Context: an optimization exercise on an open-source flow, tuned for small area. The choices shown serve that exercise and are no tape-out recipe. Only simulation tests tie the RTL to the original design; equivalence was not proved.

== the reference run ==
==> module sobel, before the edit <==
module sobel(
	pa,
	na,
	pb,
	nb,
	code
);
input  [9:0] pa, na, pb, nb;
output [7:0] code;
wire [6:0] alo, blo;	 
wire sa, sb;		 
wire wa, wb;		 
diff Da(.p(pa), .n(na), .lo(alo), .sign(sa), .wide(wa));
diff Db(.p(pb), .n(nb), .lo(blo), .sign(sb), .wide(wb));
wire ge, cy;
ripple_carry #(6) Cge(.a(alo[6:1]), .b(~blo[6:1]), .ci(alo[0] | ~blo[0]), .co(ge));
ripple_carry #(6) Ccy(.a(alo[6:1]), .b(blo[6:1]), .ci(alo[0] & blo[0]), .co(cy));
wire a_big = sa ^ ((sa ^ sb) ? cy : ge);
wire s = a_big ? sa : sb;
wire sat = wa | wb;
genvar i;
generate for (i = 0; i < 7; i = i + 1) begin : mag
	code_bit M(.a(alo[i]), .b(blo[i]), .a_big(a_big), .sat(sat), .m(code[i+1]));
end endgenerate
assign code[0] = s | sat;
endmodule
==> module code_bit, before the edit <==
module code_bit(
	a,
	b,
	a_big,
	sat,
	m
);
input a, b, a_big, sat;
output m;
assign m = (a_big ? a : b) & ~sat;
endmodule
==> module diff, before the edit <==
module diff(
	p,
	n,
	lo,
	sign,
	wide
);
input [9:0] p, n;
output [6:0] lo;
output sign, wide;
wire c7;
assign lo[0] = p[0] ^ n[0];
ripple_add #(6) Lo(.a(p[6:1]), .b(~n[6:1]), .ci(p[0] | ~n[0]), .s(lo[6:1]), .co(c7));
wire [3:0] d = {1'b0, p[9:7]} - {1'b0, n[9:7]};
wire lt = d[3];				 
wire le = d[3] | ~|d[2:0];		 
wire m10 = &d | ~|d;			 
wire z1 = ~d[3] & ~|d[2:1];		 
assign sign = c7 ? lt : le;
assign wide = c7 ? ~m10 : ~z1;
endmodule
==> module sobel_decode, before the edit <==
module sobel_decode(
	code,
	out
);
input [7:0] code;
output [7:0] out;
wire [6:0] m = code[7:1];
wire s = code[0];
wire [6:0] lower;	 
assign lower[0] = 1'b0;
genvar i;
generate for (i = 1; i < 7; i = i + 1) begin : low
	assign lower[i] = lower[i-1] | m[i-1];
end endgenerate
wire sat = s & ~(lower[6] | m[6]);	 
generate for (i = 0; i < 7; i = i + 1) begin : bits
	decode_bit D(.m(m[i]), .flip(s & lower[i]), .sat(sat), .y(out[i+1]));
end endgenerate
assign out[0] = sat;
endmodule
==> module decode_bit, before the edit <==
module decode_bit(
	m,
	flip,
	sat,
	y
);
input m, flip, sat;
output y;
assign y = (m ^ flip) | sat;
endmodule
Settings: LEC_CHECK=0, CAP_MARGIN=20, CORE_MARGIN=2, CORE_UTILIZATION=78, CTS_BUF_LIST=sky130_fd_sc_hd__clkbuf_16, CTS_CLUSTER_DIAMETER=120, CTS_CLUSTER_SIZE=32, SLEW_MARGIN=20, SYNTH_HIERARCHICAL=1; clock period 6.0 ns.
run.sh (not shown) runs the stock make flow with config.mk's settings and CLKGATE_MAP_FILE= SYNTH_SCRIPT=/design/flow/synth_recipe.tcl, a recipe that flattens the netlist after the stock synthesis.
Input changes introduced in the trial run (baseline for comparison: the reference run):
--- a/flow/design.v
+++ b/flow/design.v
@@ -23,31 +23,32 @@
 wire sa, sb;		 
 wire wa, wb;		 
 diff Da(.p(pa), .n(na), .lo(alo), .sign(sa), .wide(wa));
 diff Db(.p(pb), .n(nb), .lo(blo), .sign(sb), .wide(wb));
 wire ge, cy;
-ripple_carry #(6) Cge(.a(alo[6:1]), .b(~blo[6:1]), .ci(alo[0] | ~blo[0]), .co(ge));
-ripple_carry #(6) Ccy(.a(alo[6:1]), .b(blo[6:1]), .ci(alo[0] & blo[0]), .co(cy));
+ripple_carry #(7) Cge(.a(alo), .b(~blo), .ci(1'b1), .co(ge));
+ripple_carry #(7) Ccy(.a(alo), .b(blo), .ci(1'b0), .co(cy));
 wire a_big = sa ^ ((sa ^ sb) ? cy : ge);
 wire s = a_big ? sa : sb;
 wire sat = wa | wb;
 genvar i;
 generate for (i = 0; i < 7; i = i + 1) begin : mag
-	code_bit M(.a(alo[i]), .b(blo[i]), .a_big(a_big), .sat(sat), .m(code[i+1]));
+	code_bit M(.a(alo[i]), .b(blo[i]), .a_big(a_big), .s(s), .sat(sat), .m(code[i+1]));
 end endgenerate
 assign code[0] = s | sat;
 endmodule
 module code_bit(
 	a,
 	b,
 	a_big,
+	s,
 	sat,
 	m
 );
-input a, b, a_big, sat;
+input a, b, a_big, s, sat;
 output m;
-assign m = (a_big ? a : b) & ~sat;
+assign m = ((a_big ? a : b) ^ s) | sat;
 endmodule
 module diff(
 	p,
 	n,
 	lo,
@@ -56,12 +57,11 @@
 );
 input [9:0] p, n;
 output [6:0] lo;
 output sign, wide;
 wire c7;
-assign lo[0] = p[0] ^ n[0];
-ripple_add #(6) Lo(.a(p[6:1]), .b(~n[6:1]), .ci(p[0] | ~n[0]), .s(lo[6:1]), .co(c7));
+ripple_add #(7) Lo(.a(p[6:0]), .b(~n[6:0]), .ci(1'b1), .s(lo), .co(c7));
 wire [3:0] d = {1'b0, p[9:7]} - {1'b0, n[9:7]};
 wire lt = d[3];				 
 wire le = d[3] | ~|d[2:0];		 
 wire m10 = &d | ~|d;			 
 wire z1 = ~d[3] & ~|d[2:1];		 
@@ -132,33 +132,12 @@
 	code,
 	out
 );
 input [7:0] code;
 output [7:0] out;
-wire [6:0] m = code[7:1];
-wire s = code[0];
-wire [6:0] lower;	 
-assign lower[0] = 1'b0;
-genvar i;
-generate for (i = 1; i < 7; i = i + 1) begin : low
-	assign lower[i] = lower[i-1] | m[i-1];
-end endgenerate
-wire sat = s & ~(lower[6] | m[6]);	 
-generate for (i = 0; i < 7; i = i + 1) begin : bits
-	decode_bit D(.m(m[i]), .flip(s & lower[i]), .sat(sat), .y(out[i+1]));
-end endgenerate
-assign out[0] = sat;
-endmodule
-module decode_bit(
-	m,
-	flip,
-	sat,
-	y
-);
-input m, flip, sat;
-output y;
-assign y = (m ^ flip) | sat;
+wire [7:0] v = {1'b0, code[7:1]} + {7'd0, code[0]};
+assign out = v[7] ? 8'hff : {v[6:0], 1'b0};
 endmodule
 `timescale 1ns / 1ns
 module Top(
 	clk,
 	data_in,
Notes after the runs:
- The trial run: flow completed, timing, DRC and antenna clean
- Diff the trial run..the reference run | effective utilization at floorplan | negligible
- From the reference run to the trial run the numbers moved as follows: number of distinct library cell variants in the gate-level netlist after synthesis shows a reduction of 8.0%; area of all placed cells without fillers shows an increase of 180 µm²; non-clock buffer total of the final layout shows an increase of 20%; worst setup slack for register-to-register paths shows no meaningful change.

==> what the ideal ports hide <==
The flow's constraints put no driver on any port. The routed layouts listed below were extracted and timed again, unchanged, in two steps. Step 1 assumes that a clkbuf_16 drives the clock port and a buf_2 every other input. Step 2, shift: input delay + t, output delay - t, t = (earliest + latest rising clock arrival at the registers) / 2. This alone moves slack from input paths to output paths. Slacks: ideal ports / drivers / drivers and shift; pairs: ideal ports / drivers.
run | shift t [ns] | setup slack, ns | clock arrival spread, ns | cell pins on the clock port's net
the reference run | 0.563 | 0.077 / 0.077 / 0.077 | 0.028 / 0.028 | 1
the trial run | 0.576 | 0.067 / 0.067 / 0.067 | 0.028 / 0.028 | 1
After both steps every run listed still meets setup and hold.
